This is an optimization exercise on Yosys and OpenROAD, whose aim is small area, not a production implementation.
RTL that was checked went through simulation tests only; none was proved equivalent to the original.

## lane 1
==> flow/design.v <==
module fa(input a, input b, input c, output s, output co);
   assign s = a ^ b ^ c;
   assign co = (a & b) | (a & c) | (b & c);
endmodule
module rca24(input [23:0] a, input [23:0] b, input ci, output [23:0] s);
   wire [24:0] c;
   assign c[0] = ci;
   genvar i;
   generate
      for (i = 0; i < 24; i = i + 1) begin : bit_
         fa f(a[i], b[i], c[i], s[i], c[i+1]);
      end
   endgenerate
endmodule
module inv1(input a, output y);
   assign y = ~a;
endmodule
module maj(input a, input b, input c, output y);
   assign y = (a & b) | (a & c) | (b & c);
endmodule
module flipbit(input w, input p, input u, output o, output pn);
   assign o = w ^ (u & p);
   assign pn = p & w;
endmodule
module ha(input a, input b, output s, output co);
   assign s = a ^ b;
   assign co = a & b;
endmodule
module cla4(input [3:0] a, input [3:0] b, input ci, output c4);
   wire [3:0] g = a & b;
   wire [3:0] t = a | b;
   assign c4 = g[3] | (t[3] & g[2]) | (t[3] & t[2] & g[1])
             | (t[3] & t[2] & t[1] & g[0]) | (t[3] & t[2] & t[1] & t[0] & ci);
endmodule
module rca24l(input [23:0] a, input [23:0] b, input ci, output [23:0] s);
   wire [24:0] c;
   wire unused;
   assign c[0] = ci;
   cla4 l(a[3:0], b[3:0], ci, c[4]);
   genvar i;
   generate
      for (i = 0; i < 3; i = i + 1) begin : lo_
         fa f(a[i], b[i], c[i], s[i], c[i+1]);
      end
      fa f3(a[3], b[3], c[3], s[3], unused);
      for (i = 4; i < 24; i = i + 1) begin : bit_
         fa f(a[i], b[i], c[i], s[i], c[i+1]);
      end
   endgenerate
endmodule
module rca24hl(input [19:0] a, input [23:0] b, input ci, output [23:0] s);
   wire [24:0] c;
   wire unused;
   assign c[0] = ci;
   cla4 l(a[3:0], b[3:0], ci, c[4]);
   genvar i;
   generate
      for (i = 0; i < 3; i = i + 1) begin : lo_
         fa f(a[i], b[i], c[i], s[i], c[i+1]);
      end
      fa f3(a[3], b[3], c[3], s[3], unused);
      for (i = 4; i < 20; i = i + 1) begin : bit_
         fa f(a[i], b[i], c[i], s[i], c[i+1]);
      end
      for (i = 20; i < 24; i = i + 1) begin : top_
         ha h(b[i], c[i], s[i], c[i+1]);
      end
   endgenerate
endmodule
module rca24h(input [19:0] a, input [23:0] b, input ci, output [23:0] s);
   wire [24:0] c;
   assign c[0] = ci;
   genvar i;
   generate
      for (i = 0; i < 20; i = i + 1) begin : bit_
         fa f(a[i], b[i], c[i], s[i], c[i+1]);
      end
      for (i = 20; i < 24; i = i + 1) begin : top_
         ha h(b[i], c[i], s[i], c[i+1]);
      end
   endgenerate
endmodule
module rca24o(input [23:0] a, input [19:0] b, input ci, output [23:0] s);
   wire [24:0] c;
   assign c[0] = ci;
   genvar i;
   generate
      for (i = 0; i < 20; i = i + 1) begin : bit_
         fa f(a[i], b[i], c[i], s[i], c[i+1]);
      end
      for (i = 20; i < 24; i = i + 1) begin : top_
         fa f(a[i], 1'b1, c[i], s[i], c[i+1]);
      end
   endgenerate
endmodule
module rnd(input [23:0] w, input c, output v);
   wire lo15 = &w[3:0];
   wire lo0 = ~|w[3:0];
   wire s = w[23] ^ (c & (&w[22:0]));           
   wire nz = ~((lo0 & ~c) | (lo15 & c));         
   assign v = (c & lo15) | (~s & nz);
endmodule
module blink(input signed [23:0] ins, output signed [23:0] outs,
             output signed [23:0] peak_out, output valid_out,
             input clk, input rst);
   reg [23:0] h1, a2n, z3n, z4n, qqn;
   reg r1d, ud;
   wire b1 = ~r1d;
   function [23:0] sh;
      input [23:0] x;
      sh = {{4{x[23]}}, x[23:4]};
   endfunction
   wire [23:0] a2 = ~a2n;
   wire [23:0] z3 = ~z3n;
   wire [23:0] z4 = ~z4n;
   wire [23:0] qq = ~qqn;
   wire [23:0] g2;
   rca24o a_g2(a2, {a2[23], a2n[22:4]}, r1d, g2);
   wire v3, v4;
   rnd n_3(z3, ud, v3);
   rnd n_4(z4, ud, v4);
   wire [23:0] g3;
   rca24o a_g3(z3, {z3[23], z3n[22:4]}, ud, g3);
   wire rq = ~qq[23] & (|qq[3:0]);
   wire [23:0] gq;
   rca24 a_gq(qq, sh(qqn), ~rq, gq);
   wire [23:0] y1;
   rca24l a_y1(ins, h1, b1, y1);
   wire r1 = ~y1[23] & (|y1[3:0]);
   wire [23:0] m1n;
   wire [23:0] y1n = ~y1;
   rca24 a_m1(y1n, sh(y1), 1'b1, m1n);
   wire [23:0] a;
   rca24h a_a({y1n[23], y1[22:4]}, g2, ~ud, a);
   wire u;
   rnd n_2(a, r1, u);
   wire [23:0] z;
   rca24h a_z({~a[23], a[22:4]}, g3, ~v3, z);
   wire [23:0] t;
   rca24 a_t(z, sh(z4n), ~v4, t);
   wire [23:0] z4x;
   rca24 a_z4(t, z4, ud, z4x);
   wire [23:0] w;
   rca24 a_w(t, gq, 1'b0, w);
   wire [24:0] all1;
   wire [23:0] o;
   assign all1[0] = u;
   genvar j;
   generate
      for (j = 0; j < 12; j = j + 1) begin : inc_
         ha h(w[j], all1[j], o[j], all1[j+1]);
      end
   endgenerate
   wire [24:12] hi1;
   assign hi1[12] = 1'b1;
   generate
      for (j = 12; j < 24; j = j + 1) begin : flp_
         flipbit fb(w[j], hi1[j], all1[12], o[j], hi1[j+1]);
      end
   endgenerate
   assign outs = o;
   wire rstn;
   inv1 i_rstn(rst, rstn);
   always @(posedge clk) begin
      if (rst) begin
         r1d <= 1'b0; ud <= 1'b0;
      end else begin
         r1d <= r1; ud <= u;
      end
   end
   always @(posedge clk) begin
      if (~rstn) begin
         h1 <= 24'hffffff;
         a2n <= 24'hffffff; z3n <= 24'hffffff; z4n <= 24'hffffff;
         qqn <= 24'hffffff;
      end else begin
         h1 <= ~m1n;
         a2n <= ~a; z3n <= ~z; z4n <= ~z4x;
         qqn <= ~o;
      end
   end
   reg sd, vdn;
   reg [23:0] pkn;
   wire signed [23:0] qs = qq;
   wire below = qs < 24'sd500;
   wire [24:0] gc;
   assign gc[0] = 1'b0;
   genvar m;
   generate
      for (m = 0; m < 24; m = m + 1) begin : cmp_
         if (m == 23)
            maj c(~qq[m], ~pkn[m], gc[m], gc[m+1]);
         else
            maj c(qq[m], pkn[m], gc[m], gc[m+1]);
      end
   endgenerate
   wire load = ~below & (~sd | gc[24]);
   always @(posedge clk) begin
      if (rst) begin
         sd <= 1'b0; vdn <= 1'b1;
      end else begin
         sd <= ~below;
         vdn <= ~(sd & below);
      end
   end
   always @(posedge clk)
      if (load) pkn <= qqn;
   assign peak_out = ~(pkn | {24{vdn}});
   assign valid_out = ~vdn;
endmodule
clock: 25.0 ns
lec_check: 0
cap_margin: 20
core_margin: 2
core_utilization: 70
cts_buf_list: sky130_fd_sc_hd__clkbuf_8
cts_cluster_diameter: 200
cts_cluster_size: 40
gpl_timing_driven: 0
slew_margin: 20
synth_hierarchical: 1
synth_minimum_keep_size: 0
standard.sh (not shown) runs the stock make flow with config.mk's settings and CLKGATE_MAP_FILE= SYNTH_SCRIPT=/design/flow/synth_recipe.tcl, a recipe that flattens the netlist after the stock synthesis.
==> flow/flow/run.sh <==
#!/bin/bash
# The standard layout (standard.sh, with the standard synthesis), with three
# changes to how it is made:
#  - every port still gets a buffer, but the smallest one (buf_1) instead of
#    the delay buffer buffer_ports picks by itself;
#  - clock tree synthesis adds no dummy loads to balance the tree;
#  - setup repair only resizes gates and swaps pins (no new buffers).
# ORFS's full output goes to standard.log here; each step's own log is kept
# under orfs/logs/.
set -euo pipefail
export BUFFER_PORTS_ARGS="-buffer_cell sky130_fd_sc_hd__buf_1"
export CTS_ARGS="-sink_clustering_enable -repair_clock_nets -dont_use_dummy_load -buf_list sky130_fd_sc_hd__clkbuf_8 -sink_clustering_size 40 -sink_clustering_max_diameter 200"
export SETUP_MOVE_SEQUENCE="unbuffer,sizeup,swap"
bash standard.sh > standard.log 2>&1
No stage failed in lane 1, and the final checks on the layout all came back clean.
The inputs of lane 2 differ from those of lane 1 as listed below.
--- a/flow/design.v
+++ b/flow/design.v
@@ -146,17 +146,17 @@
    wire [23:0] o;
    assign all1[0] = u;
    genvar j;
    generate
-      for (j = 0; j < 12; j = j + 1) begin : inc_
+      for (j = 0; j < 16; j = j + 1) begin : inc_
          ha h(w[j], all1[j], o[j], all1[j+1]);
       end
    endgenerate
-   wire [24:12] hi1;
-   assign hi1[12] = 1'b1;
-   generate
-      for (j = 12; j < 24; j = j + 1) begin : flp_
-         flipbit fb(w[j], hi1[j], all1[12], o[j], hi1[j+1]);
+   wire [24:16] hi1;
+   assign hi1[16] = 1'b1;
+   generate
+      for (j = 16; j < 24; j = j + 1) begin : flp_
+         flipbit fb(w[j], hi1[j], all1[16], o[j], hi1[j+1]);
       end
    endgenerate
    assign outs = o;
    wire rstn;
Findings:
Diff lane 1 -> lane 2 | net count reported at finish | down slightly. Compared with lane 1, in lane 2 remaining routing DRC violations held steady; register-to-register slack grew by 0.05 ns; setup slack after layout grew by 0.011 ns; area growth from synthesis to layout held steady. In terms of overall die width, lane 2 and lane 1 differ only marginally.
No functional check of the RTL was part of lane 1.

blink, a different RTL version from the one above (not shown whole).
For scale: about 810 cells after synthesis, ~75 I/O pins, about 0.010 mm² of cells after synthesis.
==> module flipbit, before the edit <==
module flipbit(input w, input p, input u, output o, output pn);
   assign o = w ^ (u & p);
   assign pn = p & w;
endmodule
==> module blink, before the edit <==
module blink(input signed [23:0] ins, output signed [23:0] outs,
             output signed [23:0] peak_out, output valid_out,
             input clk, input rst);
   reg [23:0] h1, a2n, z3n, z4n, qqn;
   reg b1, r1d, ud;
   function [23:0] sh;
      input [23:0] x;
      sh = {{4{x[23]}}, x[23:4]};
   endfunction
   wire [23:0] a2 = ~a2n;
   wire [23:0] z3 = ~z3n;
   wire [23:0] z4 = ~z4n;
   wire [23:0] qq = ~qqn;
   wire [23:0] g2;
   rca24 a_g2(a2, sh(a2n), r1d, g2);
   wire v3, v4;
   rnd n_3(z3, ud, v3);
   rnd n_4(z4, ud, v4);
   wire [23:0] g3;
   rca24 a_g3(z3, sh(z3n), ud, g3);
   wire rq = ~qq[23] & (|qq[3:0]);
   wire [23:0] gq;
   rca24 a_gq(qq, sh(qqn), ~rq, gq);
   wire [23:0] y1;
   rca24 a_y1(ins, h1, b1, y1);
   wire r1 = ~y1[23] & (|y1[3:0]);
   wire [23:0] m1n;
   rca24 a_m1(~y1, sh(y1), 1'b1, m1n);
   wire [23:0] a;
   rca24 a_a(sh(y1), g2, ~ud, a);
   wire u;
   rnd n_2(a, r1, u);
   wire [23:0] z;
   rca24 a_z(sh(a), g3, ~v3, z);
   wire [23:0] t;
   rca24 a_t(z, sh(z4n), ~v4, t);
   wire [23:0] z4x;
   rca24 a_z4(t, z4, ud, z4x);
   wire [23:0] w;
   rca24 a_w(t, gq, 1'b0, w);
   wire [24:0] all1;
   wire [23:0] o;
   assign all1[0] = 1'b1;
   genvar j;
   generate
      for (j = 0; j < 24; j = j + 1) begin : inc_
         flipbit fb(w[j], all1[j], u, o[j], all1[j+1]);
      end
   endgenerate
   assign outs = o;
   wire rstn;
   inv1 i_rstn(rst, rstn);
   always @(posedge clk) begin
      if (rst) begin
         h1 <= 24'd0; b1 <= 1'b0; r1d <= 1'b0; ud <= 1'b0;
      end else begin
         h1 <= ~m1n; b1 <= ~r1; r1d <= r1; ud <= u;
      end
   end
   always @(posedge clk) begin
      if (~rstn) begin
         a2n <= 24'hffffff; z3n <= 24'hffffff; z4n <= 24'hffffff;
         qqn <= 24'hffffff;
      end else begin
         a2n <= ~a; z3n <= ~z; z4n <= ~z4x;
         qqn <= ~o;
      end
   end
   reg sd, vdn;
   reg [23:0] pkn;
   wire signed [23:0] qs = qq;
   wire below = qs < 24'sd500;
   wire [24:0] gc;
   assign gc[0] = 1'b0;
   genvar m;
   generate
      for (m = 0; m < 24; m = m + 1) begin : cmp_
         if (m == 23)
            maj c(~qq[m], ~pkn[m], gc[m], gc[m+1]);
         else
            maj c(qq[m], pkn[m], gc[m], gc[m+1]);
      end
   endgenerate
   wire load = ~below & (~sd | gc[24]);
   always @(posedge clk) begin
      if (rst) begin
         sd <= 1'b0; vdn <= 1'b1;
      end else begin
         sd <= ~below;
         vdn <= ~(sd & below);
      end
   end
   always @(posedge clk)
      if (load) pkn <= qqn;
   assign peak_out = ~(pkn | {24{vdn}});
   assign valid_out = ~vdn;
endmodule
clock: 25.0 ns
lec_check: 0
cap_margin: 20
core_margin: 2
core_utilization: 70
cts_buf_list: sky130_fd_sc_hd__clkbuf_8
cts_cluster_diameter: 200
cts_cluster_size: 40
slew_margin: 20
synth_hierarchical: 1
synth_minimum_keep_size: 0
==> flow/flow/run.sh <==
#!/bin/bash
# The standard layout, with two changes to how it is made:
#  - every port still gets a buffer, but the smallest one (buf_1) instead of
#    the delay buffer buffer_ports picks by itself;
#  - clock tree synthesis adds no dummy loads to balance the tree.
set -euo pipefail
export BUFFER_PORTS_ARGS="-buffer_cell sky130_fd_sc_hd__buf_1"
export CTS_ARGS="-sink_clustering_enable -repair_clock_nets -dont_use_dummy_load -buf_list sky130_fd_sc_hd__clkbuf_8 -sink_clustering_size 40 -sink_clustering_max_diameter 200"
bash standard.sh > standard.log 2>&1
The starting point produced a clean layout.
==> next run, changes <==
--- a/flow/design.v
+++ b/flow/design.v
@@ -17,12 +17,8 @@
 endmodule
 module maj(input a, input b, input c, output y);
    assign y = (a & b) | (a & c) | (b & c);
 endmodule
-module flipbit(input w, input p, input u, output o, output pn);
-   assign o = w ^ (u & p);
-   assign pn = p & w;
-endmodule
 module rnd(input [23:0] w, input c, output v);
    wire lo15 = &w[3:0];
    wire lo0 = ~|w[3:0];
    wire s = w[23] ^ (c & (&w[22:0]));           
@@ -31,28 +27,38 @@
 endmodule
 module blink(input signed [23:0] ins, output signed [23:0] outs,
              output signed [23:0] peak_out, output valid_out,
              input clk, input rst);
-   reg [23:0] h1, a2n, z3n, z4n, qqn;
+   reg [23:0] h1, a2n, z3n, z4n, qq;
    reg b1, r1d, ud;
    function [23:0] sh;
       input [23:0] x;
       sh = {{4{x[23]}}, x[23:4]};
    endfunction
    wire [23:0] a2 = ~a2n;
    wire [23:0] z3 = ~z3n;
    wire [23:0] z4 = ~z4n;
-   wire [23:0] qq = ~qqn;
    wire [23:0] g2;
    rca24 a_g2(a2, sh(a2n), r1d, g2);
    wire v3, v4;
    rnd n_3(z3, ud, v3);
    rnd n_4(z4, ud, v4);
    wire [23:0] g3;
    rca24 a_g3(z3, sh(z3n), ud, g3);
+   wire [23:0] g4;
+   rca24 a_g4(z4, sh(z4n), ud, g4);
    wire rq = ~qq[23] & (|qq[3:0]);
-   wire [23:0] gq;
-   rca24 a_gq(qq, sh(qqn), ~rq, gq);
+   wire [23:0] fx = sh(~qq);
+   wire [23:0] fy = sh(z4n);
+   wire [23:0] fs, fc;
+   genvar k;
+   generate
+      for (k = 0; k < 24; k = k + 1) begin : csa_
+         fa f(qq[k], fx[k], fy[k], fs[k], fc[k]);
+      end
+   endgenerate
+   wire [23:0] f;
+   rca24 a_f(fs, {fc[22:0], ~rq}, ~v4, f);
    wire [23:0] y1;
    rca24 a_y1(ins, h1, b1, y1);
    wire r1 = ~y1[23] & (|y1[3:0]);
    wire [23:0] m1n;
@@ -62,40 +68,35 @@
    wire u;
    rnd n_2(a, r1, u);
    wire [23:0] z;
    rca24 a_z(sh(a), g3, ~v3, z);
-   wire [23:0] t;
-   rca24 a_t(z, sh(z4n), ~v4, t);
    wire [23:0] z4x;
-   rca24 a_z4(t, z4, ud, z4x);
+   rca24 a_z4(z, g4, ~v4, z4x);
    wire [23:0] w;
-   rca24 a_w(t, gq, 1'b0, w);
-   wire [24:0] all1;
-   wire [23:0] o;
+   rca24 a_w(z, f, 1'b0, w);
+   wire [23:0] all1;
    assign all1[0] = 1'b1;
    genvar j;
    generate
-      for (j = 0; j < 24; j = j + 1) begin : inc_
-         flipbit fb(w[j], all1[j], u, o[j], all1[j+1]);
+      for (j = 1; j < 24; j = j + 1) begin : inc_
+         assign all1[j] = all1[j-1] & w[j-1];
       end
    endgenerate
+   wire [23:0] o = w ^ ({24{u}} & all1);
    assign outs = o;
    wire rstn;
    inv1 i_rstn(rst, rstn);
    always @(posedge clk) begin
-      if (rst) begin
-         h1 <= 24'd0; b1 <= 1'b0; r1d <= 1'b0; ud <= 1'b0;
+      if (~rstn) begin
+         h1 <= 24'd0; b1 <= 1'b0;
+         a2n <= 24'hffffff; r1d <= 1'b0;
+         z3n <= 24'hffffff; z4n <= 24'hffffff; ud <= 1'b0;
+         qq <= 24'd0;
       end else begin
-         h1 <= ~m1n; b1 <= ~r1; r1d <= r1; ud <= u;
-      end
-   end
-   always @(posedge clk) begin
-      if (~rstn) begin
-         a2n <= 24'hffffff; z3n <= 24'hffffff; z4n <= 24'hffffff;
-         qqn <= 24'hffffff;
-      end else begin
-         a2n <= ~a; z3n <= ~z; z4n <= ~z4x;
-         qqn <= ~o;
+         h1 <= ~m1n; b1 <= ~r1;
+         a2n <= ~a; r1d <= r1;
+         z3n <= ~z; z4n <= ~z4x; ud <= u;
+         qq <= o;
       end
    end
    reg sd, vdn;
    reg [23:0] pkn;
@@ -121,8 +122,8 @@
          vdn <= ~(sd & below);
       end
    end
    always @(posedge clk)
-      if (load) pkn <= qqn;
+      if (load) pkn <= ~qq;
    assign peak_out = ~(pkn | {24{vdn}});
    assign valid_out = ~vdn;
 endmodule
Effect:
- The new run passed the timing, design-rule and antenna checks
- register-to-register slack gains 0.29 ns
- utilization fell by 4.2 points
- cell area rose by 1.9%
- cell count rose by 0.36%
- non-clock buffer count fell by 34
- wire length rose by 12%
- sequential cell count is unchanged
- maximum frequency is about the same
- synthesized area rose by 5.7%
- worst setup slack gains 0.0074 ns
- hold slack loses 0.011 ns
No functional check of the RTL was part of any run of this note.

[re-timing with driven ports]
Ports are ideal in the flow. The routed layouts listed here were re-timed in OpenROAD.
Step 1 (the two cells are an assumption about what drives the block):
set clk [get_ports {clk}]
set_driving_cell -lib_cell sky130_fd_sc_hd__clkbuf_16 $clk
set_driving_cell -lib_cell sky130_fd_sc_hd__buf_2 [delete_from_list [all_inputs] $clk]
Step 2 times the ports against the registers' clock, not the clock port: input delays grow and output delays shrink by t, the midpoint of the rising clock arrivals with the driver on.
Three values: ideal, step 1, step 2; two values: the first two.
| run | t (ns) | slack for setup (ns) | worst data-port slew with drivers (ns) |
|---|---|---|---|
| lane 1 | 0.489 | 0.474 / 0.454 / 0.454 | 0.03 |
| lane 2 | 0.476 | 0.485 / 0.465 / 0.465 | 0.03 |
| the first run of note 2 | 0.494 | 0.353 / 0.334 / 0.334 | 0.03 |
| the second run of note 2 | 0.481 | 0.361 / 0.339 / 0.339 | 0.03 |
After both steps every run listed still meets setup and hold. For the second run of note 2, which loses most, drivers alone change the setup slack by -0.022 ns; drivers and shift together by -0.022 ns.
